Background: an optimization exercise with open tools, aiming at small area, a short achievable clock period and few clock cycles per item. Do not read the settings as production practice. Function was not checked in any run shown here: the RTL went through the layout flow alone. Power and IR drop assume default switching activity.

### flow/config.mk
export PLATFORM = sky130hd
export DESIGN_NAME = Out_of_Order_divider
export DESIGN_NICKNAME = Out_of_Order_divider
export VERILOG_FILES = /design/flow/design.v
export SDC_FILE = /design/flow/constraint.sdc
export NUM_CORES = 4
export LEC_CHECK = 0
export ABC_AREA = 1
export CAP_MARGIN = 20
export CORE_MARGIN = 2
export CORE_UTILIZATION = 40
export PLACE_DENSITY = 0.6
export SETUP_SLACK_MARGIN = 3.0
export SLEW_MARGIN = 20
### flow/constraint.sdc
create_clock -name core_clock -period 6.0 [get_ports {clk}]
set_input_delay 1.2000 -clock core_clock [delete_from_list [all_inputs] [get_ports {clk}]]
set_output_delay 1.2000 -clock core_clock [all_outputs]
set_load 0.01 [all_outputs]
### flow/design.v
module single_divider (Clk, a_in, d_in, q_out, r_out);
input Clk;
input [7:0] a_in, d_in;
output [7:0] q_out, r_out;
wire [0:0] x0 = a_in[7:7];
wire [1:0] b_0;
wire [0:0] df_0;
assign b_0[0] = 1'b0;
assign df_0[0] = x0[0] ^ d_in[0] ^ b_0[0];
assign b_0[1] = (~x0[0] & d_in[0]) | (~(x0[0] ^ d_in[0]) & b_0[0]);
wire ge_0 = (d_in[7:1] == 0) && !b_0[1];
wire [0:0] r1 = ge_0 ? df_0 : x0;
wire [0:0] qq1 = {ge_0};
wire [6:0] aa1 = a_in[6:0];
wire [1:0] x1 = {r1, aa1[6:6]};
wire [2:0] b_1;
wire [1:0] df_1;
assign b_1[0] = 1'b0;
assign df_1[0] = x1[0] ^ d_in[0] ^ b_1[0];
assign b_1[1] = (~x1[0] & d_in[0]) | (~(x1[0] ^ d_in[0]) & b_1[0]);
assign df_1[1] = x1[1] ^ d_in[1] ^ b_1[1];
assign b_1[2] = (~x1[1] & d_in[1]) | (~(x1[1] ^ d_in[1]) & b_1[1]);
wire ge_1 = (d_in[7:2] == 0) && !b_1[2];
wire [1:0] r2 = ge_1 ? df_1 : x1;
wire [1:0] qq2 = {qq1, ge_1};
wire [5:0] aa2 = aa1[5:0];
wire [2:0] x2 = {r2, aa2[5:5]};
wire [3:0] b_2;
wire [2:0] df_2;
assign b_2[0] = 1'b0;
assign df_2[0] = x2[0] ^ d_in[0] ^ b_2[0];
assign b_2[1] = (~x2[0] & d_in[0]) | (~(x2[0] ^ d_in[0]) & b_2[0]);
assign df_2[1] = x2[1] ^ d_in[1] ^ b_2[1];
assign b_2[2] = (~x2[1] & d_in[1]) | (~(x2[1] ^ d_in[1]) & b_2[1]);
assign df_2[2] = x2[2] ^ d_in[2] ^ b_2[2];
assign b_2[3] = (~x2[2] & d_in[2]) | (~(x2[2] ^ d_in[2]) & b_2[2]);
wire ge_2 = (d_in[7:3] == 0) && !b_2[3];
wire [2:0] r3 = ge_2 ? df_2 : x2;
wire [2:0] qq3 = {qq2, ge_2};
wire [4:0] aa3 = aa2[4:0];
reg [2:0] r_p1;
always @(posedge Clk) r_p1 <= r3;
reg [4:0] a_p1;
always @(posedge Clk) a_p1 <= aa3;
reg [2:0] q_p1;
always @(posedge Clk) q_p1 <= qq3;
reg [7:0] d_p1;
always @(posedge Clk) d_p1 <= d_in;
wire [3:0] x3 = {r_p1, a_p1[4:4]};
wire [4:0] b_3;
wire [3:0] df_3;
assign b_3[0] = 1'b0;
assign df_3[0] = x3[0] ^ d_p1[0] ^ b_3[0];
assign b_3[1] = (~x3[0] & d_p1[0]) | (~(x3[0] ^ d_p1[0]) & b_3[0]);
assign df_3[1] = x3[1] ^ d_p1[1] ^ b_3[1];
assign b_3[2] = (~x3[1] & d_p1[1]) | (~(x3[1] ^ d_p1[1]) & b_3[1]);
assign df_3[2] = x3[2] ^ d_p1[2] ^ b_3[2];
assign b_3[3] = (~x3[2] & d_p1[2]) | (~(x3[2] ^ d_p1[2]) & b_3[2]);
assign df_3[3] = x3[3] ^ d_p1[3] ^ b_3[3];
assign b_3[4] = (~x3[3] & d_p1[3]) | (~(x3[3] ^ d_p1[3]) & b_3[3]);
wire ge_3 = (d_p1[7:4] == 0) && !b_3[4];
wire [3:0] r4 = ge_3 ? df_3 : x3;
wire [3:0] qq4 = {q_p1, ge_3};
wire [3:0] aa4 = a_p1[3:0];
wire [4:0] x4 = {r4, aa4[3:3]};
wire [5:0] b_4;
wire [4:0] df_4;
assign b_4[0] = 1'b0;
assign df_4[0] = x4[0] ^ d_p1[0] ^ b_4[0];
assign b_4[1] = (~x4[0] & d_p1[0]) | (~(x4[0] ^ d_p1[0]) & b_4[0]);
assign df_4[1] = x4[1] ^ d_p1[1] ^ b_4[1];
assign b_4[2] = (~x4[1] & d_p1[1]) | (~(x4[1] ^ d_p1[1]) & b_4[1]);
assign df_4[2] = x4[2] ^ d_p1[2] ^ b_4[2];
assign b_4[3] = (~x4[2] & d_p1[2]) | (~(x4[2] ^ d_p1[2]) & b_4[2]);
assign df_4[3] = x4[3] ^ d_p1[3] ^ b_4[3];
assign b_4[4] = (~x4[3] & d_p1[3]) | (~(x4[3] ^ d_p1[3]) & b_4[3]);
assign df_4[4] = x4[4] ^ d_p1[4] ^ b_4[4];
assign b_4[5] = (~x4[4] & d_p1[4]) | (~(x4[4] ^ d_p1[4]) & b_4[4]);
wire ge_4 = (d_p1[7:5] == 0) && !b_4[5];
wire [4:0] r5 = ge_4 ? df_4 : x4;
wire [4:0] qq5 = {qq4, ge_4};
wire [2:0] aa5 = aa4[2:0];
reg [4:0] r_p2;
always @(posedge Clk) r_p2 <= r5;
reg [2:0] a_p2;
always @(posedge Clk) a_p2 <= aa5;
reg [4:0] q_p2;
always @(posedge Clk) q_p2 <= qq5;
reg [7:0] d_p2;
always @(posedge Clk) d_p2 <= d_p1;
wire [5:0] x5 = {r_p2, a_p2[2:2]};
wire [6:0] b_5;
wire [5:0] df_5;
assign b_5[0] = 1'b0;
assign df_5[0] = x5[0] ^ d_p2[0] ^ b_5[0];
assign b_5[1] = (~x5[0] & d_p2[0]) | (~(x5[0] ^ d_p2[0]) & b_5[0]);
assign df_5[1] = x5[1] ^ d_p2[1] ^ b_5[1];
assign b_5[2] = (~x5[1] & d_p2[1]) | (~(x5[1] ^ d_p2[1]) & b_5[1]);
assign df_5[2] = x5[2] ^ d_p2[2] ^ b_5[2];
assign b_5[3] = (~x5[2] & d_p2[2]) | (~(x5[2] ^ d_p2[2]) & b_5[2]);
assign df_5[3] = x5[3] ^ d_p2[3] ^ b_5[3];
assign b_5[4] = (~x5[3] & d_p2[3]) | (~(x5[3] ^ d_p2[3]) & b_5[3]);
assign df_5[4] = x5[4] ^ d_p2[4] ^ b_5[4];
assign b_5[5] = (~x5[4] & d_p2[4]) | (~(x5[4] ^ d_p2[4]) & b_5[4]);
assign df_5[5] = x5[5] ^ d_p2[5] ^ b_5[5];
assign b_5[6] = (~x5[5] & d_p2[5]) | (~(x5[5] ^ d_p2[5]) & b_5[5]);
wire ge_5 = (d_p2[7:6] == 0) && !b_5[6];
wire [5:0] r6 = ge_5 ? df_5 : x5;
wire [5:0] qq6 = {q_p2, ge_5};
wire [1:0] aa6 = a_p2[1:0];
wire [6:0] x6 = {r6, aa6[1:1]};
wire [7:0] t_6_1 = {1'b0, x6} - {1'b0, d_p2[6:0]};
wire ge_6_1 = (d_p2[7:7] == 0) && !t_6_1[7];
wire [6:0] df_6_1 = t_6_1[6:0];
wire [6:0] r7 = ge_6_1 ? df_6_1 : x6;
wire [6:0] qq7 = {qq6, ge_6_1};
wire [0:0] aa7 = aa6[0:0];
reg [6:0] r_p3;
always @(posedge Clk) r_p3 <= r7;
reg [0:0] a_p3;
always @(posedge Clk) a_p3 <= aa7;
reg [6:0] q_p3;
always @(posedge Clk) q_p3 <= qq7;
reg [7:0] d_p3;
always @(posedge Clk) d_p3 <= d_p2;
wire [7:0] x7 = {r_p3, a_p3[0:0]};
wire [8:0] t_7_1 = {1'b0, x7} - {1'b0, d_p3[7:0]};
wire ge_7_1 = 1'b1 && !t_7_1[8];
wire [7:0] df_7_1 = t_7_1[7:0];
wire [7:0] r8 = ge_7_1 ? df_7_1 : x7;
wire [7:0] qq8 = {q_p3, ge_7_1};
reg [7:0] r_p4;
always @(posedge Clk) r_p4 <= r8;
reg [7:0] q_p4;
always @(posedge Clk) q_p4 <= qq8;
assign q_out = q_p4;
assign r_out = r_p4;
endmodule
`timescale 1 ns / 100 ps
module Out_of_Order_divider (clk, rst, start, memory_write_complete, dd_addr, dd_data, qr_we, qr_addr, qr_data);
input clk, rst, start;
output memory_write_complete;
output [4:0] dd_addr;
input [15:0] dd_data;
output qr_we;
output [4:0] qr_addr;
output [15:0] qr_data;
reg [5:0] cnt;
wire last = cnt[5] && (cnt[1:0] == 2'd3);
always @(posedge clk, posedge rst)
begin
  if (rst)
    cnt <= 6'd0;
  else if (last)
    cnt <= 6'd0;
  else if (start || cnt != 6'd0)
    cnt <= cnt + 6'd1;
end
wire [5:0] wcnt = cnt - 6'd4;
assign dd_addr = cnt[4:0];
assign qr_we = (cnt >= 6'd4);
assign qr_addr = wcnt[4:0];
assign memory_write_complete = last;
single_divider divider (.Clk(clk), .a_in(dd_data[15:8]), .d_in(dd_data[7:0]), .q_out(qr_data[15:8]), .r_out(qr_data[7:0]));
endmodule
### flow/flow/run.sh
#!/bin/bash
set -euo pipefail
bash standard.sh BUFFER_PORTS_ARGS="-buffer_cell sky130_fd_sc_hd__buf_1" ADDER_MAP_FILE= CTS_ARGS="-sink_clustering_enable -repair_clock_nets -dont_use_dummy_load" finish > standard.log 2>&1
### flow/standard.sh
#!/bin/bash
# synth_recipe.tcl (not shown) runs the flow's synth.tcl, then flattens the netlist and writes it again
# the make line also repeats each setting of config.mk as NAME=value (left out here)
make -C /OpenROAD-flow-scripts/flow DESIGN_CONFIG=/design/flow/config.mk WORK_HOME=/design/flow/orfs CLKGATE_MAP_FILE= SYNTH_SCRIPT=/design/flow/synth_recipe.tcl "${@:-finish}"
==> qor.log, run 1 <==
qor: placement.port_buffers 46
qor: layout.synthToLayoutAreaGrowth 10.2%
qor: route.wl_per_cell 9.47 um
qor: cts.cts_max_path_buffers 2
qor: placement.dp_slack 2.94 ns
qor: sta.worst_clock_skew 0.0374 ns
qor: layout.fraction_of_layout_instances_using_a_drive_strength_above_1 11.8%
qor: grt.largest_net_degree_at_the_start_of_global_routing 20
qor: worst_setup_path.crit_slowest_cell sky130_fd_sc_hd__nor2_1
qor: sta.postLayoutSetupSlackWorst 3.25 ns
qor: sta.final.period_utilization 45.8%
qor: route.drt_pre_antenna_iters 5
qor: sta.final-hold-violation-count 0
qor: logic_synthesis.yosys.cell_types.count 36
qor: route.vias 2922
qor: sta.setup_violations 0
qor: cts.clk_root_buffer_cell sky130_fd_sc_hd__clkbuf_8
qor: sta.post-route-min-period 2.75 ns
qor: die.initial_utilization 40.8%
qor: status.outcome complete, no violations
qor: sta.timing.max_slew.rel_slack 64.3%
qor: cts.insertion_delay 0.36 ns
qor: cts.cts_tree built
qor: logic_synthesis.ys_seq_elements 85
qor: die.placementRows 35
qor: power_and_ir_drop.power.density_cell_area 336 nW/um^2
qor: route.route.antenna.remaining_nets 0
qor: worst_setup_path.timing.critical_path.cells buf_1 > nor4_1 > nand2_1 > nor2_1 > o211ai_1 > nand2_1 > xor2_1 > nand2_1 > nand3_1 > o21ai_1 > nand2_1 > o21ai_0
qor: worst_setup_path.timing.critical_path.to_type flip-flop
qor: die.die_height 100 um
qor: power_and_ir_drop.power.leakage 2.06 nW
qor: grt.grt_overflow 0
qor: logic_synthesis.synthesis.area 3710 um^2
qor: worst_setup_path.timing.critical_path.from_type primary input
qor: job.number_of_maximum_capacitance_constraint_violations 0
qor: sta.worst_tran_pin_value 0.536 ns
qor: cts.numCtsBuffers 9
qor: route.drt-initial-drc-count 77
qor: sta.setup-tns-final 0 ns
qor: worst_setup_path.critical_path_required 6.20 ns
qor: route.detail_route.drc_violations 0
qor: cts.clkTransAtPathRegs 0.10 ns
qor: layout.final-instance-count-excl-fill 647
qor: layout.postLayoutCellArea 4090 um^2
qor: grt.number_of_global_route_vias_before_repair 2793
qor: grt.grt_usage 13.5%
qor: logic_synthesis.mapped_cells 487
qor: die.core-area 9110 um^2
qor: power_and_ir_drop.power.ir.vdd_worst 0.107 mV
qor: hold_path.holdCritPathClass flip-flop to flip-flop
qor: die.floorplan.die.width 100 um
qor: grt.antenna_found_initial 0
qor: logic_synthesis.syn-num-nets 506
qor: placement.place.gp.congestion 0.851
qor: logic_synthesis.synth_seq_area_share 46.6%
qor: layout.design.final.nets 557
qor: sta.grt_setup_unrepaired false
qor: logic_synthesis.syn_avg_cell_area 7.62 um^2
qor: placement.postPlaceCellArea 3930 um^2
qor: worst_setup_path.slowest_delay 0.26 ns
qor: layout.n_antenna_cell 0
qor: placement.post-dp-hpwl 4.93 mm
qor: worst_setup_path.critical_path_peak_fanout 6
qor: grt.grt_pass1_wl 10.9 mm
qor: worst_setup_path.setup.worst_path.class primary input to flip-flop
qor: die.die_area 10100 um^2
qor: cts.cts.hold.buffers_added 0
qor: placement.numPlacedInstances 633
qor: route.detail_route.vias_per_cell 4.52
qor: die.boundaryPins 47
qor: sta.clock.fmax 364 MHz
qor: sta.maxSlewViolCount 0
qor: worst_setup_path.worst_ep_arrival_time 2.95 ns
qor: cts.cts-htree-levels 3
qor: route.route.final.wire_length 6.13 mm
qor: logic_synthesis.yosysWarnings 2
qor: worst_setup_path.critPathMostFrequentCell sky130_fd_sc_hd__nand2_1
qor: cts.number_of_clock_sinks 85
## layer usage
metal	vias to the layer above	share of wire, %	global-route usage (%)
met1	1286	44	13.3
li1	1595	-	-
met2	32	51	26.0
met3	9	3.2	3.62
met5	-	0	0
met4	0	1.8	6.43
## power by group
group | leakage [nW] | internal [mW] | switching, mW | total (mW)
Clock | 0.0647 | 0.134 | 0.163 | 0.297
Combinational | 1.26 | 0.139 | 0.250 | 0.389
Sequential | 0.731 | 0.644 | 0.0448 | 0.689
## synthesized netlist by cell type
library cell | count | area (um^2)
sky130_fd_sc_hd__nand2_1 | 136 | 510
sky130_fd_sc_hd__dfxtp_1 | 79 | 1580
sky130_fd_sc_hd__inv_1 | 75 | 282
sky130_fd_sc_hd__nor2_1 | 37 | 139
sky130_fd_sc_hd__nand3_1 | 35 | 175
sky130_fd_sc_hd__nand2_2 | 18 | 113
sky130_fd_sc_hd__xnor2_1 | 10 | 87.6
sky130_fd_sc_hd__a21oi_1 | 9 | 45.0
sky130_fd_sc_hd__nand3_2 | 9 | 90.1
sky130_fd_sc_hd__o21ai_0 | 9 | 45.0
sky130_fd_sc_hd__o21ai_2 | 9 | 78.8
sky130_fd_sc_hd__buf_4 | 8 | 60.1
sky130_fd_sc_hd__xor2_1 | 7 | 61.3
sky130_fd_sc_hd__dfrtp_1 | 6 | 150
sky130_fd_sc_hd__o21ai_1 | 5 | 25.0
sky130_fd_sc_hd__or2_2 | 5 | 31.3
sky130_fd_sc_hd__nor3_1 | 4 | 20.0
sky130_fd_sc_hd__o211ai_1 | 4 | 30.0
sky130_fd_sc_hd__inv_2 | 2 | 7.51
sky130_fd_sc_hd__nand3_4 | 2 | 35.0
sky130_fd_sc_hd__nand4_1 | 2 | 12.5
sky130_fd_sc_hd__nor4_1 | 2 | 12.5
sky130_fd_sc_hd__a21oi_2 | 1 | 8.76
sky130_fd_sc_hd__a31oi_1 | 1 | 6.26
sky130_fd_sc_hd__a41oi_1 | 1 | 8.76
sky130_fd_sc_hd__and2_1 | 1 | 6.26
sky130_fd_sc_hd__buf_12 | 1 | 20.0
sky130_fd_sc_hd__buf_2 | 1 | 5.00
sky130_fd_sc_hd__buf_6 | 1 | 11.3
sky130_fd_sc_hd__nand2_4 | 1 | 11.3
sky130_fd_sc_hd__nand3b_1 | 1 | 7.51
sky130_fd_sc_hd__nor2_2 | 1 | 6.26
sky130_fd_sc_hd__nor3b_1 | 1 | 7.51
sky130_fd_sc_hd__o221ai_1 | 1 | 8.76
sky130_fd_sc_hd__o22ai_1 | 1 | 6.26
sky130_fd_sc_hd__or2_0 | 1 | 6.26
## per-stage QoR
step	hold WS, ns	util, %	total power [mW]
detailed placement	0.312	43.1	1.09
floorplan	0.310	-	1.03
finish	0.319	44.9	1.37
global route	0.314	44.9	1.48
CTS	0.315	44.5	1.39
global placement	0.310	43.1	1.08
## cell families after synthesis
group | Yosys count | share of synthesized area, %
xor gates and xnor gates | 17 | 4.01
buffers and inverters | 88 | 10.4
and+or+nand+nor | 256 | 31.9
AOI/OAI and AO/OA | 41 | 7.08
DFF | 85 | 46.6
## registers in the layout, indices dropped and copies added (netlist names)
| register | flops |
|---|---|
| cnt | 6 |
| divider.a_p1 | 5 |
| divider.a_p2 | 3 |
| divider.a_p3 | 1 |
| divider.d_p1 | 8 |
| divider.d_p2 | 8 |
| divider.d_p3 | 8 |
| divider.q_p1 | 3 |
| divider.q_p2 | 5 |
| divider.q_p3 | 7 |
| divider.q_p4 | 8 |
| divider.r_p1 | 3 |
| divider.r_p2 | 5 |
| divider.r_p3 | 7 |
| divider.r_p4 | 8 |
## path summary, 6_finish.rpt
check | cells past startpoint | startpoint | slack [ns] | end
min reg2reg | 0 | divider.q_p1[0]$_DFF_P_ | 0.32 | divider.q_p2[2]$_DFF_P_
min in group asynchronous | 2 | rst | 0.71 | cnt[3]$_DFFE_PP0P_
max in group asynchronous | 2 | rst | 5.06 | cnt[2]$_DFFE_PP0P_
max reg2reg | 20 | divider.r_p2[1]$_DFF_P_ | 3.44 | divider.r_p3[0]$_DFF_P_
min | 0 | divider.q_p1[0]$_DFF_P_ | 0.32 | divider.q_p2[2]$_DFF_P_
max | 12 | dd_data[3] | 3.25 | divider.r_p1[1]$_DFF_P_
## cell usage in the layout (no fill, tap or decap), drive strengths merged
cell type  Yosys  layout
nor3           4       4
clkbuf         0       9
o21ai         23      23
o22ai          1       1
dfxtp         79      79
nand3         46      46
o211ai         4       4
dfrtp          6       6
xnor2         10      10
xor2           7       7
a31oi          1       1
nand4          2       2
and2           1       1
a41oi          1       1
nor4           2       2
inv           77      77
or2            6       6
a21oi         10      10
nor2          38      38
nand3b         1       1
o221ai         1       1
nor3b          1       1
buf           11      51
nand2        155     155
## critical path, delay by kind of cell
family                 cells  cell delay [ns]
AND/OR/NAND/NOR            7             1.08
buffers and inverters      1             0.08
XOR/XNOR                   1             0.24
AO/OA/AOI/OAI              3             0.35
## layout make-up
cell class | instances | area, um^2
clock buffer | 9 | 124
fill | 956 | 5020
inverter | 77 | 289
multi-input combinational | 314 | 1600
sequential | 85 | 1730
tap | 111 | 139
timing repair buffer | 51 | 210
## what timing repair did
action | 4_1_cts | 5_1_grt
buffers inserted | 0 | 5
resized for setup | 0 | 1
setup endpoints to repair | 0 | 7
==> run 2, diff against run 1 <==
--- a/flow/design.v
+++ b/flow/design.v
@@ -63,22 +63,10 @@
 wire [3:0] qq4 = {q_p1, ge_3};
 wire [3:0] aa4 = a_p1[3:0];
 wire [4:0] x4 = {r4, aa4[3:3]};
-wire [5:0] b_4;
-wire [4:0] df_4;
-assign b_4[0] = 1'b0;
-assign df_4[0] = x4[0] ^ d_p1[0] ^ b_4[0];
-assign b_4[1] = (~x4[0] & d_p1[0]) | (~(x4[0] ^ d_p1[0]) & b_4[0]);
-assign df_4[1] = x4[1] ^ d_p1[1] ^ b_4[1];
-assign b_4[2] = (~x4[1] & d_p1[1]) | (~(x4[1] ^ d_p1[1]) & b_4[1]);
-assign df_4[2] = x4[2] ^ d_p1[2] ^ b_4[2];
-assign b_4[3] = (~x4[2] & d_p1[2]) | (~(x4[2] ^ d_p1[2]) & b_4[2]);
-assign df_4[3] = x4[3] ^ d_p1[3] ^ b_4[3];
-assign b_4[4] = (~x4[3] & d_p1[3]) | (~(x4[3] ^ d_p1[3]) & b_4[3]);
-assign df_4[4] = x4[4] ^ d_p1[4] ^ b_4[4];
-assign b_4[5] = (~x4[4] & d_p1[4]) | (~(x4[4] ^ d_p1[4]) & b_4[4]);
-wire ge_4 = (d_p1[7:5] == 0) && !b_4[5];
-wire [4:0] r5 = ge_4 ? df_4 : x4;
-wire [4:0] qq5 = {qq4, ge_4};
+wire ge_4_1 = (d_p1[7:5] == 0) && (x4 >= d_p1[4:0]);
+wire [4:0] df_4_1 = x4 - d_p1[4:0];
+wire [4:0] r5 = ge_4_1 ? df_4_1 : x4;
+wire [4:0] qq5 = {qq4, ge_4_1};
 wire [2:0] aa5 = aa4[2:0];
 reg [4:0] r_p2;
 always @(posedge Clk) r_p2 <= r5;
@@ -109,9 +97,8 @@
 wire [5:0] qq6 = {q_p2, ge_5};
 wire [1:0] aa6 = a_p2[1:0];
 wire [6:0] x6 = {r6, aa6[1:1]};
-wire [7:0] t_6_1 = {1'b0, x6} - {1'b0, d_p2[6:0]};
-wire ge_6_1 = (d_p2[7:7] == 0) && !t_6_1[7];
-wire [6:0] df_6_1 = t_6_1[6:0];
+wire ge_6_1 = (d_p2[7:7] == 0) && (x6 >= d_p2[6:0]);
+wire [6:0] df_6_1 = x6 - d_p2[6:0];
 wire [6:0] r7 = ge_6_1 ? df_6_1 : x6;
 wire [6:0] qq7 = {qq6, ge_6_1};
 wire [0:0] aa7 = aa6[0:0];
@@ -124,9 +111,8 @@
 reg [7:0] d_p3;
 always @(posedge Clk) d_p3 <= d_p2;
 wire [7:0] x7 = {r_p3, a_p3[0:0]};
-wire [8:0] t_7_1 = {1'b0, x7} - {1'b0, d_p3[7:0]};
-wire ge_7_1 = 1'b1 && !t_7_1[8];
-wire [7:0] df_7_1 = t_7_1[7:0];
+wire ge_7_1 = 1'b1 && (x7 >= d_p3[7:0]);
+wire [7:0] df_7_1 = x7 - d_p3[7:0];
 wire [7:0] r8 = ge_7_1 ? df_7_1 : x7;
 wire [7:0] qq8 = {q_p3, ge_7_1};
 reg [7:0] r_p4;
--- a/flow/config.mk
+++ b/flow/config.mk
@@ -10,5 +10,5 @@
 export CORE_MARGIN = 2
 export CORE_UTILIZATION = 40
 export PLACE_DENSITY = 0.6
-export SETUP_SLACK_MARGIN = 3.0
+export SETUP_SLACK_MARGIN = 2.8
 export SLEW_MARGIN = 20
==> run 2 against run 1 <==
Still clean. Sequential power up 0.6%. Critical path depth up 1. Synthesized cell count up 2.3%. Register-to-register slack better by 0.20 ns. Largest cell class is now multi-input combinational cells.
==> qor.log, run 2 <==
qor: worst_setup_path.setup.worst_path.class primary input to flip-flop
qor: die.core-area 9240 um^2
qor: layout.n_antenna_cell 0
qor: die.floorplan.die.width 102 um
qor: worst_setup_path.regToRegStartpoint divider.d_p2[7]$_DFF_P_
qor: cts.insertion_delay 0.36 ns
qor: grt.grt_usage 13.8%
qor: sta.setup-tns-final 0 ns
qor: worst_setup_path.crit_slowest_cell sky130_fd_sc_hd__o21ai_0
qor: hold_path.holdCritPathClass flip-flop to flip-flop
qor: logic_synthesis.synth_seq_area_share 45.3%
qor: worst_setup_path.timing.critical_path.cells buf_1 > nor2_1 > nor3b_1 > nand2_1 > nor2_1 > o221ai_1 > o21ai_0 > or2_2 > nand3_1 > nand3_1 > inv_1 > a21oi_1 > a31oi_1
qor: sta.worst_clock_skew 0.0371 ns
qor: route.drt-initial-drc-count 85
qor: worst_setup_path.crit_buf_inv 2
qor: route.route.antenna.remaining_nets 0
qor: route.vias 3000
qor: layout.synthToLayoutAreaGrowth 10.3%
qor: cts.postCtsSetupRepairBufs 0
qor: logic_synthesis.yosys.area.top_type sky130_fd_sc_hd__dfxtp_1
qor: route.detail_route.vias_per_cell 4.46
qor: power_and_ir_drop.power.ir.vdd_worst 0.105 mV
qor: logic_synthesis.yosys_most_used_dff sky130_fd_sc_hd__dfxtp_1
qor: logic_synthesis.most_instantiated_cells_after_synthesis sky130_fd_sc_hd__nand2_1, sky130_fd_sc_hd__dfxtp_1, sky130_fd_sc_hd__inv_1
qor: sta.whs 0.311 ns
qor: logic_synthesis.largest_cells_by_area_after_synthesis sky130_fd_sc_hd__dfxtp_1, sky130_fd_sc_hd__nand2_1, sky130_fd_sc_hd__inv_1
qor: worst_setup_path.critical_path_required 6.24 ns
qor: layout.nFillCells 970
qor: placement.place.gp.congestion 0.865
qor: layout.design.final.nets 565
qor: die.die_height 102 um
qor: power_and_ir_drop.finalPower 1.40 mW
qor: logic_synthesis.yosysWarnings 2
qor: sta.post-route-min-period 2.65 ns
qor: logic_synthesis.syn_avg_cell_area 7.67 um^2
qor: sta.grt_setup_unrepaired false
qor: sta.maxSlewViolCount 0
qor: logic_synthesis.synth-edff-count 0
qor: cts.cts-htree-levels 3
qor: die.placementRows 35
qor: sta.setup_violations 0
qor: logic_synthesis.yosysTopAreaCellShare 41.4%
qor: status.outcome complete, no violations
qor: cts.clk_root_buffer_cell sky130_fd_sc_hd__clkbuf_8
qor: grt.number_of_global_route_vias_before_repair 2806
qor: logic_synthesis.mapped_cells 498
qor: cts.number_of_clock_sinks 85
qor: worst_setup_path.critical_path_peak_fanout 5
qor: grt.grt_pass1_wl 11.4 mm
qor: worst_setup_path.slowest_delay 0.28 ns
qor: grt.antenna_found_initial 0
qor: power_and_ir_drop.power.leakage 2.11 nW
qor: route.route.final.wire_length 6.36 mm
qor: layout.fraction_of_layout_instances_using_a_drive_strength_above_1 11.9%
qor: worst_setup_path.cpLargestDelayFamily simple AND/OR/NAND/NOR gates
qor: logic_synthesis.post-synth-top-count-cell sky130_fd_sc_hd__nand2_1
qor: worst_setup_path.worst_ep_arrival_time 2.89 ns
qor: worst_setup_path.timing.critical_path.from_type primary input
qor: worst_setup_path.timing.critical_path.to_type flip-flop
qor: route.drt_pre_antenna_iters 4
qor: layout.final_cell_mix sky130_fd_sc_hd__nand2_1, sky130_fd_sc_hd__dfxtp_1, sky130_fd_sc_hd__inv_1
qor: cts.cts_tree built
qor: power_and_ir_drop.power.density_cell_area 333 nW/um^2
qor: cts.clkTransAtPathRegs 0.08 ns
qor: placement.post-dp-hpwl 5.20 mm
qor: sta.final-hold-violation-count 0
qor: sta.clock.fmax 378 MHz
qor: die.die_area 10300 um^2
qor: cts.cts.hold.buffers_added 0
qor: layout.layout_commonest_cell sky130_fd_sc_hd__nand2_1
qor: die.initial_utilization 41.3%
qor: sta.final.period_utilization 44.1%
qor: sta.timing.max_slew.rel_slack 43.5%
qor: worst_setup_path.startpoint dd_data[6]
qor: logic_synthesis.ys_seq_elements 85
qor: grt.grt_overflow 0
qor: cts.number_of_gates_resized_after_cts 0
qor: route.detail_route.drc_violations 0
qor: logic_synthesis.syn-num-nets 517
qor: cts.cts_max_path_buffers 2
qor: job.number_of_maximum_capacitance_constraint_violations 0
qor: cts.numCtsBuffers 9
qor: logic_synthesis.async_reset_ff_share 7.06%
qor: grt.largest_net_degree_at_the_start_of_global_routing 19
qor: route.wl_per_cell 9.45 um
qor: sta.worst_tran_pin_value 0.841 ns
qor: logic_synthesis.synthesis.area 3820 um^2
qor: placement.port_buffers 46
qor: logic_synthesis.yosys.cell_types.count 41
qor: hold_path.min_from divider.a_p1[0]$_DFF_P_
qor: die.boundaryPins 47
==> run 2: changes by cell type after synthesis, sizes merged, moves of 2 or more <==
cell	previous run	this run
or2	6	8
o21ai	23	25
buf	11	8
xnor2	10	7
nor2	38	50
o211ai	4	1
xor2	7	9
==> run 2: worst register-to-register path, delay by kind of cell, from the launching register on <==
kind / cells / cell delay, ns
flip-flops: 1 / 0.35
AND/OR/NAND/NOR: 12 / 1.84
buffers and inverters: 1 / 0.12
==> run 2: cell type report <==
class / instances / area (um^2) / area share, %
Tap cell: 129 / 161 / 3.83
Multi-Input combinational cell: 328 / 1740 / 41.3
Sequential cell: 85 / 1730 / 41.1
Clock buffer: 9 / 124 / 2.94
Timing Repair Buffer: 46 / 173 / 4.10
Inverter: 76 / 285 / 6.77
==> run 2: kinds of logic (layout without fill, tap and decap cells) <==
logic type,Yosys count,in the layout,share of synthesized area (%)
buf+inv,85,131,9.14
simple gates,269,269,34.5
flops,85,85,45.3
compound gates,43,43,6.91
xor+xnor,16,16,4.06
==> run 2: final timing paths <==
check	to	depth (start not counted)	slack, ns
hold reg to reg	divider.a_p2[0]$_DFF_P_	0	0.31
hold / removal	divider.a_p2[0]$_DFF_P_	0	0.31
max in group asynchronous	cnt[3]$_DFFE_PP0P_	2	5.07
min in group asynchronous	cnt[4]$_DFFE_PP0P_	2	0.70
setup reg to reg	divider.r_p3[3]$_DFF_P_	13	3.64
setup / recovery	divider.r_p1[1]$_DFF_P_	13	3.35
==> run 2: layer usage <==
layer / track usage, % / vias to the layer above / routed length, um
li1: - / 1626 / -
met2: 25.2 / 52 / 3250
met1: 14.7 / 1311 / 2740
met3: 3.86 / 11 / 236
met5: 0 / - / 0
met4: 6.44 / 0 / 142
==> run 2: per-stage QoR <==
stage | instance area [um^2] | worst slack [ns] | cells | utilization [%]
CTS | 4210 | 3.33 | 673 | 45.6
global route | 4210 | 3.04 | 673 | 45.6
detailed placement | 4090 | 2.96 | 664 | 44.3
floorplan | 3820 | 3.37 | 498 | -
finish | 4210 | 3.35 | 673 | 45.6
global placement | 4090 | 3.07 | 664 | 44.3
==> run 2: report_power, final <==
part / switching [mW] / total (mW) / leakage, nW / internal, mW
Sequential: 0.0454 / 0.693 / 0.730 / 0.647
Clock: 0.166 / 0.300 / 0.0647 / 0.134
Combinational: 0.260 / 0.408 / 1.31 / 0.148
Total: 0.472 / 1.40 / 2.11 / 0.929
==> run 3, diff against run 2 <==
--- a/flow/design.v
+++ b/flow/design.v
@@ -47,20 +47,10 @@
 reg [7:0] d_p1;
 always @(posedge Clk) d_p1 <= d_in;
 wire [3:0] x3 = {r_p1, a_p1[4:4]};
-wire [4:0] b_3;
-wire [3:0] df_3;
-assign b_3[0] = 1'b0;
-assign df_3[0] = x3[0] ^ d_p1[0] ^ b_3[0];
-assign b_3[1] = (~x3[0] & d_p1[0]) | (~(x3[0] ^ d_p1[0]) & b_3[0]);
-assign df_3[1] = x3[1] ^ d_p1[1] ^ b_3[1];
-assign b_3[2] = (~x3[1] & d_p1[1]) | (~(x3[1] ^ d_p1[1]) & b_3[1]);
-assign df_3[2] = x3[2] ^ d_p1[2] ^ b_3[2];
-assign b_3[3] = (~x3[2] & d_p1[2]) | (~(x3[2] ^ d_p1[2]) & b_3[2]);
-assign df_3[3] = x3[3] ^ d_p1[3] ^ b_3[3];
-assign b_3[4] = (~x3[3] & d_p1[3]) | (~(x3[3] ^ d_p1[3]) & b_3[3]);
-wire ge_3 = (d_p1[7:4] == 0) && !b_3[4];
-wire [3:0] r4 = ge_3 ? df_3 : x3;
-wire [3:0] qq4 = {q_p1, ge_3};
+wire ge_3_1 = (d_p1[7:4] == 0) && (x3 >= d_p1[3:0]);
+wire [3:0] df_3_1 = x3 - d_p1[3:0];
+wire [3:0] r4 = ge_3_1 ? df_3_1 : x3;
+wire [3:0] qq4 = {q_p1, ge_3_1};
 wire [3:0] aa4 = a_p1[3:0];
 wire [4:0] x4 = {r4, aa4[3:3]};
 wire ge_4_1 = (d_p1[7:5] == 0) && (x4 >= d_p1[4:0]);
@@ -77,24 +67,10 @@
 reg [7:0] d_p2;
 always @(posedge Clk) d_p2 <= d_p1;
 wire [5:0] x5 = {r_p2, a_p2[2:2]};
-wire [6:0] b_5;
-wire [5:0] df_5;
-assign b_5[0] = 1'b0;
-assign df_5[0] = x5[0] ^ d_p2[0] ^ b_5[0];
-assign b_5[1] = (~x5[0] & d_p2[0]) | (~(x5[0] ^ d_p2[0]) & b_5[0]);
-assign df_5[1] = x5[1] ^ d_p2[1] ^ b_5[1];
-assign b_5[2] = (~x5[1] & d_p2[1]) | (~(x5[1] ^ d_p2[1]) & b_5[1]);
-assign df_5[2] = x5[2] ^ d_p2[2] ^ b_5[2];
-assign b_5[3] = (~x5[2] & d_p2[2]) | (~(x5[2] ^ d_p2[2]) & b_5[2]);
-assign df_5[3] = x5[3] ^ d_p2[3] ^ b_5[3];
-assign b_5[4] = (~x5[3] & d_p2[3]) | (~(x5[3] ^ d_p2[3]) & b_5[3]);
-assign df_5[4] = x5[4] ^ d_p2[4] ^ b_5[4];
-assign b_5[5] = (~x5[4] & d_p2[4]) | (~(x5[4] ^ d_p2[4]) & b_5[4]);
-assign df_5[5] = x5[5] ^ d_p2[5] ^ b_5[5];
-assign b_5[6] = (~x5[5] & d_p2[5]) | (~(x5[5] ^ d_p2[5]) & b_5[5]);
-wire ge_5 = (d_p2[7:6] == 0) && !b_5[6];
-wire [5:0] r6 = ge_5 ? df_5 : x5;
-wire [5:0] qq6 = {q_p2, ge_5};
+wire ge_5_1 = (d_p2[7:6] == 0) && (x5 >= d_p2[5:0]);
+wire [5:0] df_5_1 = x5 - d_p2[5:0];
+wire [5:0] r6 = ge_5_1 ? df_5_1 : x5;
+wire [5:0] qq6 = {q_p2, ge_5_1};
 wire [1:0] aa6 = a_p2[1:0];
 wire [6:0] x6 = {r6, aa6[1:1]};
 wire ge_6_1 = (d_p2[7:7] == 0) && (x6 >= d_p2[6:0]);
==> run 3 against run 2 <==
Still clean on timing, DRC and antenna. Worst setup slack worse by 0.043 ns. Area after synthesis is 6.0% higher. Synthesized cell count is 17% higher. Hold slack better by 0.0054 ns. Sequential power is 0.6% lower. Final cell count is 13% higher. Clock skew is 0.015 ns lower. Global-route usage is 0.81 points higher. Sequential cell count stayed put. Register-to-register slack better by 0.11 ns. Wire length is 15% higher. Fmax is 1.6% lower. Critical path type unchanged. Highest routed layer unchanged.
==> qor.log, run 3 <==
qor: layout.final_cell_mix sky130_fd_sc_hd__nand2_1, sky130_fd_sc_hd__inv_1, sky130_fd_sc_hd__dfxtp_1
qor: route.drt-initial-drc-count 117
qor: worst_setup_path.timing.critical_path.from_type primary input
qor: cts.cts.hold.buffers_added 0
qor: route.vias 3466
qor: job.number_of_maximum_capacitance_constraint_violations 0
qor: power_and_ir_drop.share_comb_of_total_power 29.5%
qor: power_and_ir_drop.internal-power 0.923 mW
qor: sta.final-hold-violation-count 0
qor: layout.design.final.nets 650
qor: logic_synthesis.yosysWarnings 2
qor: power_and_ir_drop.power.sequential.fraction 49.2%
qor: cts.cts_tree built
qor: logic_synthesis.yosys_most_used_dff sky130_fd_sc_hd__dfxtp_1
qor: layout.synthToLayoutAreaGrowth 10.0%
qor: worst_setup_path.critical_path_peak_fanout 4
qor: cts.postCtsSetupRepairBufs 0
qor: sta.timing.max_slew.rel_slack 72.1%
qor: sta.grt_setup_unrepaired false
qor: die.die_area 10900 um^2
qor: cts.clkTransAtPathRegs 0.08 ns
qor: power_and_ir_drop.power.net_switching 0.478 mW
qor: logic_synthesis.yosysTopAreaCellShare 39.1%
qor: cts.cts_max_path_buffers 2
qor: sta.maxSlewViolCount 0
qor: power_and_ir_drop.power.ir.vdd_worst 0.126 mV
qor: grt.grt_usage 14.7%
qor: power_and_ir_drop.power_frac_clock 21.3%
qor: worst_setup_path.timing.critical_path.to_type flip-flop
qor: logic_synthesis.synth_seq_area_share 42.8%
qor: sta.whs 0.317 ns
qor: route.detail_route.vias_per_cell 4.55
qor: die.boundaryPins 47
qor: placement.post-dp-hpwl 6.02 mm
qor: sta.setup_violations 0
qor: worst_setup_path.regToRegSetupSlack 3.75 ns
qor: hold_path.holdCritPathClass flip-flop to flip-flop
qor: route.wl_per_cell 9.60 um
qor: sta.setup-tns-final 0 ns
qor: sta.worst_clock_skew 0.0218 ns
qor: route.route.final.wire_length 7.31 mm
qor: logic_synthesis.post-synth-top-count-cell sky130_fd_sc_hd__nand2_1
qor: grt.antenna_found_initial 0
qor: die.core-area 9820 um^2
qor: grt.grt_overflow 0
qor: logic_synthesis.most_instantiated_cells_after_synthesis sky130_fd_sc_hd__nand2_1, sky130_fd_sc_hd__inv_1, sky130_fd_sc_hd__dfxtp_1
qor: die.placementRows 36
qor: placement.dp_slack 2.92 ns
qor: cts.number_of_clock_sinks 85
qor: logic_synthesis.synthesis.area 4050 um^2
qor: grt.largest_net_degree_at_the_start_of_global_routing 17
qor: power_and_ir_drop.power.leakage 2.38 nW
qor: sta.final.period_utilization 44.8%
qor: sta.postLayoutSetupSlackWorst 3.31 ns
qor: placement.port_buffers 46
qor: logic_synthesis.largest_cells_by_area_after_synthesis sky130_fd_sc_hd__dfxtp_1, sky130_fd_sc_hd__nand2_1, sky130_fd_sc_hd__inv_1
qor: die.initial_utilization 41.2%
qor: cts.insertion_delay 0.35 ns
qor: sta.worst_tran_pin_value 0.413 ns
qor: logic_synthesis.async_reset_ff_share 7.06%
qor: layout.layout_commonest_cell sky130_fd_sc_hd__nand2_1
qor: power_and_ir_drop.power.density_cell_area 315 nW/um^2
qor: route.drt_pre_antenna_iters 4
qor: placement.place.gp.congestion 0.844
qor: route.detail_route.drc_violations 0
qor: layout.nFillCells 1041
qor: sta.clock.fmax 372 MHz
qor: die.floorplan.die.width 105 um
qor: layout.n_antenna_cell 0
qor: logic_synthesis.syn_avg_cell_area 6.95 um^2
qor: power_and_ir_drop.switching_share_of_total_power 34.1%
qor: logic_synthesis.mapped_cells 582
qor: route.route.antenna.remaining_nets 0
qor: cts.cts-htree-levels 3
qor: cts.numCtsBuffers 9
qor: logic_synthesis.syn-num-nets 601
qor: grt.number_of_global_route_vias_before_repair 3338
qor: sta.post-route-min-period 2.69 ns
qor: worst_setup_path.setup.worst_path.class primary input to flip-flop
qor: worst_setup_path.worst_ep_arrival_time 2.99 ns
qor: logic_synthesis.yosys.cell_types.count 38
qor: logic_synthesis.ys_seq_elements 85
qor: status.outcome complete, no violations
qor: cts.clk_root_buffer_cell sky130_fd_sc_hd__clkbuf_8
qor: cts.number_of_gates_resized_after_cts 0
qor: logic_synthesis.yosys.area.top_type sky130_fd_sc_hd__dfxtp_1
qor: logic_synthesis.synth-edff-count 0
qor: worst_setup_path.critical_path_required 6.30 ns
qor: die.die_height 105 um
qor: grt.grt_pass1_wl 13.3 mm
qor: layout.fraction_of_layout_instances_using_a_drive_strength_above_1 8.74%
-- run 3: changes by cell type after synthesis, moves of 3 or more --
cell,previous run,this run
sky130_fd_sc_hd__inv_2,3,11
sky130_fd_sc_hd__or2_1,3,0
sky130_fd_sc_hd__nand3_1,37,59
sky130_fd_sc_hd__xor2_1,7,10
sky130_fd_sc_hd__xnor2_1,7,2
sky130_fd_sc_hd__o21ai_2,3,0
sky130_fd_sc_hd__inv_1,73,82
sky130_fd_sc_hd__nand2_2,18,11
sky130_fd_sc_hd__o21ai_1,8,1
sky130_fd_sc_hd__nor2_1,42,54
sky130_fd_sc_hd__nand4_1,3,8
sky130_fd_sc_hd__or2_2,5,2
sky130_fd_sc_hd__nand2_1,130,187
-- run 3: layout make-up --
| type | instances | area (um^2) | area share, % |
|---|---|---|---|
| sequential | 85 | 1730 | 38.9 |
| timing repair buffer | 46 | 173 | 3.88 |
| multi-input combinational | 394 | 1900 | 42.6 |
| inverter | 95 | 360 | 8.09 |
| clock buffer | 9 | 124 | 2.78 |
| tap | 133 | 166 | 3.74 |
-- run 3: power by group through the flow --
stage | registers (mW) | logic (mW) | clock network (mW)
finish | 0.689 | 0.413 | 0.299
global route | 0.701 | 0.477 | 0.337
CTS | 0.690 | 0.417 | 0.315
detailed placement | 0.703 | 0.416 | 0
global placement | 0.701 | 0.408 | 0
floorplan | 0.709 | 0.336 | 0
-- run 3: through the flow --
stage               power (mW)  std cells  cell area, um^2  utilization (%)
finish                    1.40        762             4450             45.3
detailed placement        1.12        753             4330             44.1
global placement          1.11        753             4330             44.1
floorplan                 1.04        582             4050                -
CTS                       1.42        762             4450             45.3
global route              1.51        762             4450             45.3
-- run 3: worst max-delay path, cell delays in order --
cell                       delay [ns]
sky130_fd_sc_hd__buf_1           0.08
sky130_fd_sc_hd__nor2_1          0.09
sky130_fd_sc_hd__nand4_1         0.17
sky130_fd_sc_hd__nor2_1          0.24
sky130_fd_sc_hd__o221ai_1        0.19
sky130_fd_sc_hd__o21ai_0         0.39
sky130_fd_sc_hd__maj3_1          0.24
sky130_fd_sc_hd__nand3_1         0.11
sky130_fd_sc_hd__nand3_1         0.15
sky130_fd_sc_hd__nand2_1         0.07
sky130_fd_sc_hd__nand2_1         0.05
-- run 3: worst paths after layout --
path	startpoint	endpoint	cells after the start
worst max-delay path	dd_data[3]	divider.r_p1[1]$_DFF_P_	11
worst min-delay path	divider.q_p2[0]$_DFF_P_	divider.q_p3[2]$_DFF_P_	0
worst max register to register	divider.d_p2[4]$_DFF_P_	divider.r_p3[5]$_DFF_P_	15
worst min register to register	divider.q_p2[0]$_DFF_P_	divider.q_p3[2]$_DFF_P_	0
max in group asynchronous	rst	cnt[3]$_DFFE_PP0P_	2
min in group asynchronous	rst	cnt[1]$_DFFE_PP0P_	2
-- run 3: per-layer routing --
| metal | routed length, um | track usage (%) | part of all wire [%] | up-vias |
|---|---|---|---|---|
| met4 | 135 | 6.10 | 1.8 | 0 |
| met3 | 258 | 3.99 | 3.5 | 12 |
| met1 | 3360 | 16.0 | 46 | 1514 |
| li1 | - | - | - | 1891 |
| met2 | 3560 | 26.7 | 49 | 49 |
| met5 | 0 | 0 | 0 | - |
-- run 3: logic make-up after synthesis --
logic type / count (synthesis) / share of synthesized area (%)
AOI/OAI and AO/OA: 35 / 4.98
xor gates and xnor gates: 12 / 2.60
adders and majority gates: 1 / 0.247
buffers and inverters: 103 / 10.3
DFF: 85 / 42.8
and+or+nand+nor: 346 / 39.1
==> run 4, diff against run 3 <==
--- a/flow/design.v
+++ b/flow/design.v
@@ -47,14 +47,16 @@
 reg [7:0] d_p1;
 always @(posedge Clk) d_p1 <= d_in;
 wire [3:0] x3 = {r_p1, a_p1[4:4]};
-wire ge_3_1 = (d_p1[7:4] == 0) && (x3 >= d_p1[3:0]);
-wire [3:0] df_3_1 = x3 - d_p1[3:0];
+wire [4:0] t_3_1 = {1'b0, x3} - {1'b0, d_p1[3:0]};
+wire ge_3_1 = (d_p1[7:4] == 0) && !t_3_1[4];
+wire [3:0] df_3_1 = t_3_1[3:0];
 wire [3:0] r4 = ge_3_1 ? df_3_1 : x3;
 wire [3:0] qq4 = {q_p1, ge_3_1};
 wire [3:0] aa4 = a_p1[3:0];
 wire [4:0] x4 = {r4, aa4[3:3]};
-wire ge_4_1 = (d_p1[7:5] == 0) && (x4 >= d_p1[4:0]);
-wire [4:0] df_4_1 = x4 - d_p1[4:0];
+wire [5:0] t_4_1 = {1'b0, x4} - {1'b0, d_p1[4:0]};
+wire ge_4_1 = (d_p1[7:5] == 0) && !t_4_1[5];
+wire [4:0] df_4_1 = t_4_1[4:0];
 wire [4:0] r5 = ge_4_1 ? df_4_1 : x4;
 wire [4:0] qq5 = {qq4, ge_4_1};
 wire [2:0] aa5 = aa4[2:0];
@@ -67,14 +69,16 @@
 reg [7:0] d_p2;
 always @(posedge Clk) d_p2 <= d_p1;
 wire [5:0] x5 = {r_p2, a_p2[2:2]};
-wire ge_5_1 = (d_p2[7:6] == 0) && (x5 >= d_p2[5:0]);
-wire [5:0] df_5_1 = x5 - d_p2[5:0];
+wire [6:0] t_5_1 = {1'b0, x5} - {1'b0, d_p2[5:0]};
+wire ge_5_1 = (d_p2[7:6] == 0) && !t_5_1[6];
+wire [5:0] df_5_1 = t_5_1[5:0];
 wire [5:0] r6 = ge_5_1 ? df_5_1 : x5;
 wire [5:0] qq6 = {q_p2, ge_5_1};
 wire [1:0] aa6 = a_p2[1:0];
 wire [6:0] x6 = {r6, aa6[1:1]};
-wire ge_6_1 = (d_p2[7:7] == 0) && (x6 >= d_p2[6:0]);
-wire [6:0] df_6_1 = x6 - d_p2[6:0];
+wire [7:0] t_6_1 = {1'b0, x6} - {1'b0, d_p2[6:0]};
+wire ge_6_1 = (d_p2[7:7] == 0) && !t_6_1[7];
+wire [6:0] df_6_1 = t_6_1[6:0];
 wire [6:0] r7 = ge_6_1 ? df_6_1 : x6;
 wire [6:0] qq7 = {qq6, ge_6_1};
 wire [0:0] aa7 = aa6[0:0];
--- a/flow/config.mk
+++ b/flow/config.mk
@@ -10,5 +10,5 @@
 export CORE_MARGIN = 2
 export CORE_UTILIZATION = 40
 export PLACE_DENSITY = 0.6
-export SETUP_SLACK_MARGIN = 2.8
+export SETUP_SLACK_MARGIN = 3.0
 export SLEW_MARGIN = 20
==> run 4 against run 3 <==
Highest routed layer unchanged. Critical path type unchanged. Largest cell class unchanged. Critical endpoint is now divider.r_p1[2]$_DFF_P_. Design area is 2.2% lower. Clock-buffer cell count stayed put. First-iteration DRC count is 21% lower. Hold slack better by 0.0089 ns. Global-route usage is 0.37 points higher. Utilization is 0.36 points lower. Combinational power is 1% lower.
==> qor.log, run 4 <==
qor: die.core-area 9680 um^2
qor: worst_setup_path.worst_ep_arrival_time 2.95 ns
qor: logic_synthesis.mapped_cells 554
qor: worst_setup_path.critical_path_peak_fanout 4
qor: sta.clock.fmax 374 MHz
qor: logic_synthesis.most_instantiated_cells_after_synthesis sky130_fd_sc_hd__nand2_1, sky130_fd_sc_hd__inv_1, sky130_fd_sc_hd__dfxtp_1
qor: worst_setup_path.timing.critical_path.from_type primary input
qor: sta.grt_setup_unrepaired false
qor: logic_synthesis.post-synth-top-count-cell sky130_fd_sc_hd__nand2_1
qor: grt.grt_busiest_layer met2
qor: die.boundaryPins 47
qor: route.route.final.wire_length 7.21 mm
qor: worst_setup_path.regToRegSetupSlack 3.65 ns
qor: logic_synthesis.largest_cells_by_area_after_synthesis sky130_fd_sc_hd__dfxtp_1, sky130_fd_sc_hd__nand2_1, sky130_fd_sc_hd__inv_1
qor: route.wl_per_cell 9.82 um
qor: cts.cts_tree built
qor: grt.grt_usage 15.0%
qor: grt.groute.layer.met1.usage 15.9%
qor: cts.clkTransAtPathRegs 0.09 ns
qor: sta.post-route-min-period 2.67 ns
qor: placement.place.gp.congestion 0.909
qor: die.die_area 10700 um^2
qor: sta.setup-tns-final 0 ns
qor: die.floorplan.die.width 103 um
qor: job.number_of_maximum_capacitance_constraint_violations 0
qor: layout.fraction_of_layout_instances_using_a_drive_strength_above_1 9.32%
qor: hold_path.holdCritPathClass flip-flop to flip-flop
qor: placement.post-dp-hpwl 5.85 mm
qor: cts.number_of_gates_resized_after_cts 0
qor: cts.insertion_delay 0.34 ns
qor: layout.design.final.nets 622
qor: placement.port_buffers 46
qor: layout.n_antenna_cell 0
qor: logic_synthesis.yosysTopAreaCellShare 40.0%
qor: cts.clk_root_buffer_cell sky130_fd_sc_hd__clkbuf_8
qor: grt.groute.layer.met3.usage 4.10%
qor: grt.grt_pass1_wl 12.5 mm
qor: route.detail_route.vias_per_cell 4.48
qor: route.vias 3287
qor: worst_setup_path.cp_endpoint divider.r_p1[2]$_DFF_P_
qor: sta.final-hold-violation-count 0
qor: grt.grt_overflow 0
qor: route.detail_route.drc_violations 0
qor: route.drt-initial-drc-count 93
qor: cts.cts.hold.buffers_added 0
qor: power_and_ir_drop.power.leakage 2.31 nW
qor: logic_synthesis.async_reset_ff_share 7.06%
qor: worst_setup_path.timing.critical_path.to_type flip-flop
qor: logic_synthesis.yosysWarnings 2
qor: cts.number_of_clock_sinks 85
qor: cts.postCtsSetupRepairBufs 0
qor: worst_setup_path.r2r_end divider.r_p3[1]$_DFF_P_
qor: hold_path.min_from divider.a_p1[0]$_DFF_P_
qor: die.die_height 103 um
qor: logic_synthesis.syn-num-nets 573
qor: power_and_ir_drop.power.ir.vdd_worst 0.105 mV
qor: worst_setup_path.startpoint dd_data[3]
qor: logic_synthesis.yosys.area.top_type sky130_fd_sc_hd__dfxtp_1
qor: logic_synthesis.ys_seq_elements 85
qor: worst_setup_path.reg2reg_depth 17
qor: logic_synthesis.yosys.cell_types.count 39
qor: logic_synthesis.syn_avg_cell_area 7.13 um^2
qor: sta.whs 0.326 ns
qor: die.placementRows 36
qor: worst_setup_path.setup.worst_path.class primary input to flip-flop
qor: layout.layout_commonest_cell sky130_fd_sc_hd__nand2_1
qor: grt.antenna_found_initial 0
qor: power_and_ir_drop.power.density_cell_area 320 nW/um^2
qor: worst_setup_path.critical_path_required 6.28 ns
qor: grt.number_of_global_route_vias_before_repair 3072
qor: logic_synthesis.synth_seq_area_share 43.8%
qor: route.route.antenna.remaining_nets 0
qor: logic_synthesis.synth-edff-count 0
qor: sta.maxSlewViolCount 0
qor: cts.cts_max_path_buffers 2
qor: logic_synthesis.yosys_most_used_dff sky130_fd_sc_hd__dfxtp_1
qor: sta.timing.max_slew.rel_slack 64.1%
qor: cts.numCtsBuffers 9
qor: cts.cts-htree-levels 3
qor: sta.worst_tran_pin_value 0.537 ns
qor: layout.synthToLayoutAreaGrowth 10.3%
qor: die.initial_utilization 40.8%
qor: status.outcome complete, no violations
qor: grt.largest_net_degree_at_the_start_of_global_routing 18
qor: grt.groute.layer.met2.usage 27.0%
qor: sta.worst_clock_skew 0.0283 ns
qor: worst_setup_path.regToRegStartpoint divider.d_p2[3]$_DFF_P_
qor: route.drt_pre_antenna_iters 4
qor: logic_synthesis.synthesis.area 3950 um^2
qor: layout.final_cell_mix sky130_fd_sc_hd__nand2_1, sky130_fd_sc_hd__inv_1, sky130_fd_sc_hd__dfxtp_1
qor: sta.final.period_utilization 44.5%
qor: sta.setup_violations 0
## run 4: cell count changes after synthesis, sizes merged, moves of 3 or more
cell | previous run | this run
inv | 94 | 90
xnor2 | 2 | 6
nor2 | 60 | 57
nand3 | 66 | 51
nand3b | 1 | 4
nand2 | 203 | 193
nand4 | 8 | 3
## run 4: cells by family (layout without fill, tap and decap cells)
logic type	count (synthesis)	in the layout	synth area share [%]
compound gates	38	38	6.24
xor+xnor	14	14	3.10
buf+inv	99	146	10.1
flops	85	85	43.8
simple gates	318	318	36.7
## run 4: layout make-up
cell class	instances	area [um^2]
well taps	133	166
multi-input cells	370	1820
clock buffers	9	124
repair buffers	46	173
inverters	91	342
flip-flops and latches	85	1730
fillers	1016	5330
## run 4: worst min-delay path by stage
| stage | end | slack, ns | depth (start not counted) |
|---|---|---|---|
| CTS | divider.a_p2[0]$_DFF_P_ | 0.33 | 0 |
| floorplan | divider.a_p2[0]$_DFF_P_ | 0.31 | 0 |
| global route | divider.a_p2[0]$_DFF_P_ | 0.33 | 0 |
| finish | divider.a_p2[0]$_DFF_P_ | 0.33 | 0 |
| detailed placement | divider.q_p2[3]$_DFF_P_ | 0.31 | 0 |
| global placement | divider.q_p4[1]$_DFF_P_ | 0.31 | 0 |
## run 4: worst max-delay path, stage by stage
cell                       delay, ns
sky130_fd_sc_hd__buf_1          0.08
sky130_fd_sc_hd__nor2_1         0.10
sky130_fd_sc_hd__nand4_1        0.14
sky130_fd_sc_hd__nor2_1         0.19
sky130_fd_sc_hd__o221ai_1       0.16
sky130_fd_sc_hd__o21ai_0        0.23
sky130_fd_sc_hd__inv_1          0.09
sky130_fd_sc_hd__nand2_1        0.06
sky130_fd_sc_hd__nand2_1        0.07
sky130_fd_sc_hd__o21ai_0        0.20
sky130_fd_sc_hd__nand2_1        0.08
sky130_fd_sc_hd__nand3_1        0.11
sky130_fd_sc_hd__inv_1          0.08
sky130_fd_sc_hd__o21ai_0        0.16
## run 4: per-layer routing
layer | vias to the layer above | wire length [um]
met5 | - | 0
met4 | 0 | 208
met3 | 17 | 276
met2 | 48 | 3500
met1 | 1438 | 3230
li1 | 1784 | -
## run 4: report_power, final
| group | total [mW] | switching [mW] | internal, mW |
|---|---|---|---|
| clock network | 0.296 | 0.162 | 0.134 |
| logic | 0.409 | 0.263 | 0.146 |
| registers | 0.690 | 0.0471 | 0.643 |
## run 4: stage by stage
step           setup slack (ns)  util, %  std cells  instance area, um^2  power [mW]
2_1_floorplan              3.41        -        554                 3950        1.04
3_3_place_gp               3.08     43.7        725                 4230        1.11
6_report                   3.33     45.0        734                 4360        1.39
3_5_place_dp               2.96     43.7        725                 4230        1.12
5_1_grt                    3.15     45.0        734                 4360        1.52
4_1_cts                    3.36     45.0        734                 4360        1.42
==> run 5, diff against run 4 <==
--- a/flow/design.v
+++ b/flow/design.v
@@ -91,8 +91,9 @@
 reg [7:0] d_p3;
 always @(posedge Clk) d_p3 <= d_p2;
 wire [7:0] x7 = {r_p3, a_p3[0:0]};
-wire ge_7_1 = 1'b1 && (x7 >= d_p3[7:0]);
-wire [7:0] df_7_1 = x7 - d_p3[7:0];
+wire [8:0] t_7_1 = {1'b0, x7} - {1'b0, d_p3[7:0]};
+wire ge_7_1 = 1'b1 && !t_7_1[8];
+wire [7:0] df_7_1 = t_7_1[7:0];
 wire [7:0] r8 = ge_7_1 ? df_7_1 : x7;
 wire [7:0] qq8 = {q_p3, ge_7_1};
 reg [7:0] r_p4;
--- a/flow/config.mk
+++ b/flow/config.mk
@@ -10,5 +10,5 @@
 export CORE_MARGIN = 2
 export CORE_UTILIZATION = 40
 export PLACE_DENSITY = 0.6
-export SETUP_SLACK_MARGIN = 3.0
+export SETUP_SLACK_MARGIN = 2.8
 export SLEW_MARGIN = 20
==> run 5 against run 4 <==
Global-route usage rose by 0.29 points. Fmax rose by 3.1%. Sequential share of layout area rose by 0.59 points. Utilization rose by 1.0 points. Final cell count fell by 3.3%. Wire length fell by 3.1%. Critical path depth fell by 1. Area after synthesis fell by 1.5%. Critical endpoint unchanged. Largest cell class unchanged.
==> qor.log, run 5 <==
qor: sta.worst_clock_skew 0.0276 ns
qor: power_and_ir_drop.power.leakage 2.18 nW
qor: cts.postCtsSetupRepairBufs 0
qor: grt.number_of_global_route_vias_before_repair 3048
qor: layout.final_cell_mix sky130_fd_sc_hd__nand2_1, sky130_fd_sc_hd__dfxtp_1, sky130_fd_sc_hd__inv_1
qor: grt.grt_usage 15.3%
qor: job.number_of_maximum_capacitance_constraint_violations 0
qor: layout.n_antenna_cell 0
qor: route.route.final.wire_length 6.99 mm
qor: logic_synthesis.synthesis.area 3890 um^2
qor: route.route.antenna.remaining_nets 0
qor: die.floorplan.die.width 103 um
qor: die.boundaryPins 47
qor: cts.cts.hold.buffers_added 0
qor: worst_setup_path.setup.worst_path.class primary input to flip-flop
qor: logic_synthesis.yosysTopAreaCellShare 40.6%
qor: logic_synthesis.most_instantiated_cells_after_synthesis sky130_fd_sc_hd__nand2_1, sky130_fd_sc_hd__dfxtp_1, sky130_fd_sc_hd__inv_1
qor: sta.grt_setup_unrepaired false
qor: worst_setup_path.critical_path_required 6.22 ns
qor: layout.synthToLayoutAreaGrowth 10.3%
qor: cts.insertion_delay 0.36 ns
qor: logic_synthesis.syn-num-nets 553
qor: layout.design.final.nets 602
qor: logic_synthesis.yosys.area.top_type sky130_fd_sc_hd__dfxtp_1
qor: cts.numCtsBuffers 9
qor: sta.setup-tns-final 0 ns
qor: sta.post-route-min-period 2.59 ns
qor: logic_synthesis.yosysWarnings 2
qor: worst_setup_path.worst_ep_arrival_time 2.81 ns
qor: logic_synthesis.mapped_cells 534
qor: sta.clock.fmax 386 MHz
qor: logic_synthesis.synth_seq_area_share 44.5%
qor: placement.numPlacedInstances 701
qor: route.vias 3206
qor: placement.place.gp.congestion 0.837
qor: grt.largest_net_degree_at_the_start_of_global_routing 16
qor: route.detail_route.vias_per_cell 4.52
qor: logic_synthesis.syn_avg_cell_area 7.29 um^2
qor: cts.cts-htree-levels 3
qor: die.die_area 10500 um^2
qor: route.detail_route.drc_violations 0
qor: cts.number_of_clock_sinks 85
qor: sta.maxSlewViolCount 0
qor: route.drt-initial-drc-count 111
qor: sta.timing.max_slew.rel_slack 45.7%
qor: layout.layout_commonest_cell sky130_fd_sc_hd__nand2_1
qor: cts.clk_root_buffer_cell sky130_fd_sc_hd__clkbuf_8
qor: grt.antenna_found_initial 0
qor: logic_synthesis.yosys_most_used_dff sky130_fd_sc_hd__dfxtp_1
qor: hold_path.holdCritPathClass flip-flop to flip-flop
qor: worst_setup_path.critical_path_peak_fanout 5
qor: logic_synthesis.yosys.cell_types.count 35
qor: sta.setup_violations 0
qor: layout.final-instance-count-excl-fill 710
qor: logic_synthesis.post-synth-top-count-cell sky130_fd_sc_hd__nand2_1
qor: logic_synthesis.synth-edff-count 0
qor: layout.fraction_of_layout_instances_using_a_drive_strength_above_1 10.2%
qor: status.outcome complete, no violations
qor: die.placementRows 35
qor: die.initial_utilization 41.7%
qor: sta.final-hold-violation-count 0
qor: cts.number_of_gates_resized_after_cts 0
qor: logic_synthesis.largest_cells_by_area_after_synthesis sky130_fd_sc_hd__dfxtp_1, sky130_fd_sc_hd__nand2_1, sky130_fd_sc_hd__inv_1
qor: sta.whs 0.316 ns
qor: power_and_ir_drop.power.density_cell_area 328 nW/um^2
qor: logic_synthesis.ys_seq_elements 85
qor: placement.post-dp-hpwl 5.76 mm
qor: sta.worst_tran_pin_value 0.809 ns
qor: sta.final.period_utilization 43.2%
qor: placement.port_buffers 46
qor: grt.grt_pass1_wl 12.6 mm
qor: logic_synthesis.async_reset_ff_share 7.06%
qor: route.wl_per_cell 9.84 um
qor: worst_setup_path.timing.critical_path.from_type primary input
qor: grt.grt_overflow 0
qor: power_and_ir_drop.power.ir.vdd_worst 0.107 mV
qor: die.die_height 103 um
qor: worst_setup_path.timing.critical_path.to_type flip-flop
qor: die.core-area 9330 um^2
qor: cts.cts_tree built
qor: cts.cts_max_path_buffers 2
qor: cts.clkTransAtPathRegs 0.08 ns
qor: route.drt_pre_antenna_iters 4
## run 5: cell count changes after synthesis, moves of 4 or more
cell,delta
sky130_fd_sc_hd__inv_1,-23
sky130_fd_sc_hd__inv_2,+9
sky130_fd_sc_hd__nor2_1,-12
sky130_fd_sc_hd__o21ai_0,+9
sky130_fd_sc_hd__a21oi_1,+4
sky130_fd_sc_hd__nand2_2,-7
## run 5: kinds of logic after synthesis
| logic type | count (synthesis) | synth area share (%) |
|---|---|---|
| and+or+nand+nor | 300 | 35.5 |
| DFF | 85 | 44.5 |
| buffers and inverters | 84 | 8.78 |
| AOI/OAI and AO/OA | 47 | 7.17 |
| xor gates and xnor gates | 18 | 4.05 |
## run 5: routing by layer
| metal | track usage [%] | vias to the layer above | wire length (um) |
|---|---|---|---|
| li1 | - | 1755 | - |
| met3 | 3.66 | 17 | 219 |
| met5 | 0 | - | 0 |
| met2 | 27.6 | 46 | 3500 |
| met1 | 16.5 | 1388 | 3050 |
| met4 | 8.31 | 0 | 227 |
## run 5: metrics by stage
stage                     utilization, %  instance area (um^2)  setup slack (ns)  total power, mW
after detailed placement            44.7                  4170              3.02             1.13
after CTS                           46.0                  4290              3.40             1.43
after global placement              44.7                  4170              3.08             1.11
after global routing                46.0                  4290              3.08             1.53
final                               46.0                  4290              3.41             1.41
after floorplan                        -                  3890              3.37             1.05
## run 5: report_power, final
| part | internal, mW | total [mW] | switching, mW |
|---|---|---|---|
| Clock | 0.134 | 0.301 | 0.167 |
| Sequential | 0.644 | 0.691 | 0.0475 |
| Combinational | 0.147 | 0.416 | 0.268 |
| Total | 0.925 | 1.41 | 0.483 |
## run 5: final cells by class
| class | count | area (um^2) |
|---|---|---|
| fillers | 967 | 5030 |
| multi-input cells | 365 | 1820 |
| flip-flops and latches | 85 | 1730 |
| inverters | 76 | 285 |
| repair buffers | 46 | 173 |
| well taps | 129 | 161 |
| clock buffers | 9 | 124 |
## run 5: worst max-delay path: stages
cell	delay [ns]
sky130_fd_sc_hd__buf_1	0.08
sky130_fd_sc_hd__nor3_1	0.17
sky130_fd_sc_hd__nand2_1	0.13
sky130_fd_sc_hd__nor2_1	0.14
sky130_fd_sc_hd__o221ai_1	0.16
sky130_fd_sc_hd__o21ai_0	0.27
sky130_fd_sc_hd__nand2_1	0.13
sky130_fd_sc_hd__nand3_1	0.12
sky130_fd_sc_hd__nand2_1	0.08
sky130_fd_sc_hd__nand2_1	0.06
sky130_fd_sc_hd__nand2_1	0.05
sky130_fd_sc_hd__inv_1	0.12
sky130_fd_sc_hd__o32ai_1	0.08
## run 5: path summary, 6_finish.rpt
kind	startpoint	endpoint	slack, ns	cells past startpoint
setup / recovery	dd_data[5]	divider.r_p1[2]$_DFF_P_	3.41	13
hold / removal	divider.a_p1[0]$_DFF_P_	divider.a_p2[0]$_DFF_P_	0.32	0
setup reg to reg	divider.d_p1[0]$_DFF_P_	divider.r_p2[3]$_DFF_P_	3.66	15
hold reg to reg	divider.a_p1[0]$_DFF_P_	divider.a_p2[0]$_DFF_P_	0.32	0
max in group asynchronous	rst	cnt[0]$_DFFE_PP0P_	5.09	2
min in group asynchronous	rst	cnt[4]$_DFFE_PP0P_	0.72	2

[re-timing with driven ports]
The results above use ideal ports. As a check the final layouts listed here were re-extracted and re-timed, cells and wires unchanged. Step 1 (the two cells are an assumption about what drives the block):
set clk [get_ports {clk}]
set_driving_cell -lib_cell sky130_fd_sc_hd__clkbuf_16 $clk
set_driving_cell -lib_cell sky130_fd_sc_hd__buf_2 [delete_from_list [all_inputs] $clk]
Step 2 also shifts input and output timing later by t, the mid clock arrival at the registers, as if the neighbouring blocks saw the same clock. a / b / c = ideal / step 1 / step 2; a / b = the first two.
run	t, ns	slack for setup (ns)	worst register clock-pin slew, ns
run 1	0.376	3.254 / 3.264 / 2.888	0.10 / 0.10
run 2	0.377	3.354 / 3.362 / 2.986	0.10 / 0.10
run 3	0.372	3.311 / 3.314 / 2.942	0.08 / 0.08
run 4	0.368	3.328 / 3.341 / 2.973	0.09 / 0.09
run 5	0.380	3.409 / 3.414 / 3.043	0.09 / 0.09
After both steps setup and hold are still met in every run listed. For run 3, which loses most, drivers alone change the setup slack by +0.003 ns; drivers and shift together by -0.369 ns.
